This design comes from an exercise in tuning for small area on the open sky130 flow, not from production work.
Function was checked by simulation only, so behaviour that the tests miss may differ from the original.
Power is estimated from default activity; no workload was simulated.

== the baseline ==
==> flow/design.v <==
module i2s_mavg (
	input         clk,         
	input         rst,         
	input         lrck,        
	input         adcdat,      
	input         dsp_en,      
	input  [15:0] sram_rdata,  
	output [17:0] sram_addr,   
	output [15:0] sram_wdata,  
	output        sram_we_n,   
	output        dacdat       
);
	reg        lrp;     
	reg  [3:0] cnt;     
	reg        done;    
	reg [15:0] sL, sR;  
	wire tog = lrp ^ lrck;
	always @(posedge clk) begin
		if (rst) begin
			lrp  <= 1'b0;
			cnt  <= 4'hF;
			done <= 1'b1;
		end else begin
			lrp <= lrck;
			if (tog) begin
				cnt  <= 4'hF;
				done <= 1'b0;
			end else if (cnt != 4'h0)
				cnt <= cnt - 4'h1;
			else
				done <= 1'b1;
		end
	end
	always @(posedge clk) begin
		if (rst) begin
			sL <= 16'h0;
			sR <= 16'h0;
		end else if (!done && !tog) begin
			if (lrck) sR[cnt] <= adcdat;
			else      sL[cnt] <= adcdat;
		end
	end
	localparam [2:0] C0 = 3'd0, C1 = 3'd1, C2 = 3'd2, C3 = 3'd3, C4 = 3'd4,
	                 C5 = 3'd5, P1 = 3'd6, P2 = 3'd7;
	reg [2:0] fc;
	reg       we_n;
	reg [6:0] addr;
	reg       d15;      
	always @(posedge clk) begin
		if (rst) begin
			fc   <= C0;
			we_n <= 1'b1;
			addr <= 7'd0;
			d15  <= 1'b0;
		end else begin
			case (fc)
				C0:      fc <= P1;
				P1:      fc <= tog ? P1 : P2;
				P2:      fc <= tog ? P1 : C3;
				C1:      fc <= tog ? C1 : C2;
				C2:      fc <= tog ? C1 : C3;
				C3:      fc <= tog ? C1 : C4;
				C4:      fc <= tog ? C1 : C5;
				default: fc <= tog ? C1 : C5;
			endcase
			if (!tog) begin
				if (fc == C1 || fc == P1) we_n <= 1'b1;
				if (fc == C2 || fc == P2) begin
					we_n <= 1'b0;
					d15  <= lrck ? sL[15] : sR[15];
				end
				if (fc == C3) we_n <= 1'b1;
				if (fc == C4) addr <= (addr == 7'd79) ? 7'd0 : addr + 7'd1;
			end
		end
	end
	wire showL = lrp ^ (fc == C1 || fc == C2);
	assign sram_wdata = {d15, showL ? sL[14:0] : sR[14:0]};
	reg z1, z2;
	always @(posedge clk) begin
		z1 <= z1 & ~rst;
		z2 <= z2 & ~rst;
	end
	wire wcyc = (fc == C3 && ((cnt == 4'd13 && !done) || (cnt == 4'd12 && done))
	                      && d15 == (lrp ? sL[15] : sR[15]))
	         || (fc == C1 && cnt == 4'hF && !done && d15 == (lrp ? sR[15] : sL[15]));
	assign sram_addr  = {{6{z1}}, {5{z2}}, addr};
	assign sram_we_n  = we_n | ~wcyc;
	reg [22:0] accA, accB;
	wire upr = (fc == C2 || fc == P2) && !tog;
	wire upd = (fc == C3);
	wire [15:0] xo = ({16{upd}} & sram_wdata) | ({16{upr}} & ~sram_rdata);
	wire [22:0] x  = {{7{xo[15]}}, xo};
	wire [22:0] sum;
	wire [23:0] sc;
	assign sc[0] = upr;
	genvar gi;
	generate
		for (gi = 0; gi < 23; gi = gi + 1) begin : g_acc
			assign sum[gi]  = accB[gi] ^ x[gi] ^ sc[gi];
			assign sc[gi+1] = (accB[gi] & x[gi]) | (sc[gi] & (accB[gi] ^ x[gi]));
		end
	endgenerate
	always @(posedge clk) begin
		if (rst) begin
			accA <= 23'd0;
			accB <= 23'd0;
		end else if (tog) begin
			accA <= sum;
			accB <= accA;
		end else
			accB <= sum;
	end
	wire go = (cnt == 4'hF) & ~done;
	reg  lor;
	wire lor_n = go ? lrck : lor;
	reg  dpass, ddsp;
	reg  [2:0] rr;
	wire sg = accA[22];
	wire [18:0] ah = accA[22:4];
	wire [18:0] y;
	wire [19:0] yc;
	assign yc[0] = sg & (accA[3:0] != 4'd0);
	assign y[0] = ah[0] ^ yc[0];
	assign yc[1] = ah[0] & yc[0];
	assign y[1] = ah[1] ^ yc[1];
	assign yc[2] = ah[1] & yc[1];
	assign y[2] = ah[2] ^ sg ^ yc[2];
	assign yc[3] = (ah[2] & sg) | (yc[2] & (ah[2] ^ sg));
	generate
		for (gi = 3; gi < 19; gi = gi + 1) begin : g_y
			assign y[gi] = ah[gi] ^ yc[gi];
			assign yc[gi+1] = ah[gi] & yc[gi];
		end
	endgenerate
	reg  [2:0] r0;
	always @(*) begin
		case (y[18:15])
			4'd0, 4'd5, 4'd11:        r0 = 3'd0;  
			4'd1, 4'd6, 4'd12:        r0 = 3'd1;
			4'd2, 4'd7, 4'd8, 4'd13:  r0 = 3'd2;
			4'd3, 4'd9, 4'd14:        r0 = 3'd3;
			default:                  r0 = 3'd4;  
		endcase
	end
	wire [3:0] cm1 = cnt - 4'd1;
	wire [2:0] rc  = (cnt == 4'hF) ? r0 : rr;
	wire [3:0] t   = {rc, y[cm1]};
	wire       qb  = (t >= 4'd5);
	wire [3:0] tr  = qb ? t - 4'd5 : t;
	always @(negedge clk) begin
		if (rst) begin
			lor   <= 1'b0;
			dpass <= 1'b0;
			ddsp  <= 1'b0;
		end else begin
			lor <= lor_n;
			if (cnt != 4'h0 || !done)
				dpass <= lor_n ? sR[cnt] : sL[cnt];
			ddsp <= (cnt != 4'h0) & qb;
		end
		rr <= tr[2:0];
	end
	assign dacdat = dsp_en ? ddsp : dpass;
endmodule
clock: 20.0 ns
lec_check: 0
cap_margin: 20
core_margin: 2
core_utilization: 40
cts_buf_list: sky130_fd_sc_hd__clkbuf_16
cts_cluster_size: 40
slew_margin: 20
standard.sh (not shown) runs the stock make flow with config.mk's settings and CLKGATE_MAP_FILE= SYNTH_SCRIPT=/design/flow/synth_recipe.tcl, a recipe that flattens the netlist after the stock synthesis.
==> flow/flow/run.sh <==
#!/bin/bash
# Standard synthesis, then the combinational logic re-mapped by ABC for area
# (flip-flops untouched), then the standard layout with the ports buffered by
# the smallest buffer cell.
set -euo pipefail
R=$(pwd)/orfs/results/${FLOW_PLATFORM}/i2s_mavg/base
LIB=${FLOW_HOME}/platforms/${FLOW_PLATFORM}/lib/sky130_fd_sc_hd__tt_025C_1v80.lib
bash standard.sh synth > synth.log 2>&1
cp $R/1_2_yosys.v $R/1_2_yosys_standard.v
sed -e "s#LIBFILE#$LIB#g" -e "s#NETIN#$R/1_2_yosys_standard.v#" -e "s#NETOUT#$R/1_2_yosys_area.v#" \
    -e "s#TOP#${FLOW_TOP}#" -e "s#ABCSCRIPT#$(pwd)/flow/area.abc#" flow/reabc.ys > reabc_run.ys
yosys -l reabc.log reabc_run.ys > /dev/null 2>&1
cp $R/1_2_yosys_area.v $R/1_2_yosys.v
export BUFFER_PORTS_ARGS="-buffer_cell sky130_fd_sc_hd__buf_1"
bash standard.sh finish > finish.log 2>&1
==> flow/flow/area.abc <==
strash
&get -n
&deepsyn -T 10
&put
dch -f
amap
==> flow/flow/reabc.ys <==
# Re-map the combinational logic of the standard synthesis for area.
# The flip-flops are kept as they are (same cells, names and connections).
read_liberty -ignore_miss_func LIBFILE
read_verilog NETIN
hierarchy -top TOP
blackbox sky130_fd_sc_hd__dfxtp_1 sky130_fd_sc_hd__dfxtp_2 sky130_fd_sc_hd__dfxtp_4
flatten
rename -hide w:*.*
opt -purge
techmap
opt -purge
abc -liberty LIBFILE -script ABCSCRIPT -dont_use *probe* -dont_use *lpflow* -dont_use *clkdly* -dont_use *dlygate* -dont_use *clkbuf* -dont_use *clkinv*
opt_clean -purge
hilomap -singleton -hicell sky130_fd_sc_hd__conb_1 HI -locell sky130_fd_sc_hd__conb_1 LO
setundef -zero
insbuf -buf sky130_fd_sc_hd__buf_1 A X
check
stat -liberty LIBFILE
write_verilog -noattr -nohex -nodec NETOUT
The inputs of the candidate differ from those of the baseline as listed below.
# the baseline
export LEC_CHECK = 0
export CAP_MARGIN = 20
export CORE_MARGIN = 2
export CORE_UTILIZATION = 40
export CTS_BUF_LIST = sky130_fd_sc_hd__clkbuf_16
export CTS_CLUSTER_SIZE = 40
export SLEW_MARGIN = 20
create_clock -name core_clock -period 20.0 [get_ports {clk}]
# the candidate
export LEC_CHECK = 0
export CAP_MARGIN = 20
export CORE_MARGIN = 2
export CORE_UTILIZATION = 40
export CTS_BUF_LIST = sky130_fd_sc_hd__clkbuf_8
export SLEW_MARGIN = 20
create_clock -name core_clock -period 20.0 [get_ports {clk}]
[summary]
- Every stage of the flow completed for the candidate, and the final layout passed the timing, design-rule and antenna checks.
- Status: mean number of vias per cell parity (the baseline, the candidate)
- Of the candidate and the baseline, the baseline shows the higher largest voltage drop on the vdd net, with the candidate below it.
- Measured against each other, the candidate and the baseline differ in register fraction of the total cell area, the higher figure coming from the candidate.
- [compare] base=the baseline new=the candidate: fraction of power consumed by the clock network -4.3 points, initial antenna violation count ~0 delta, worst setup slack after layout +0.055 ns.
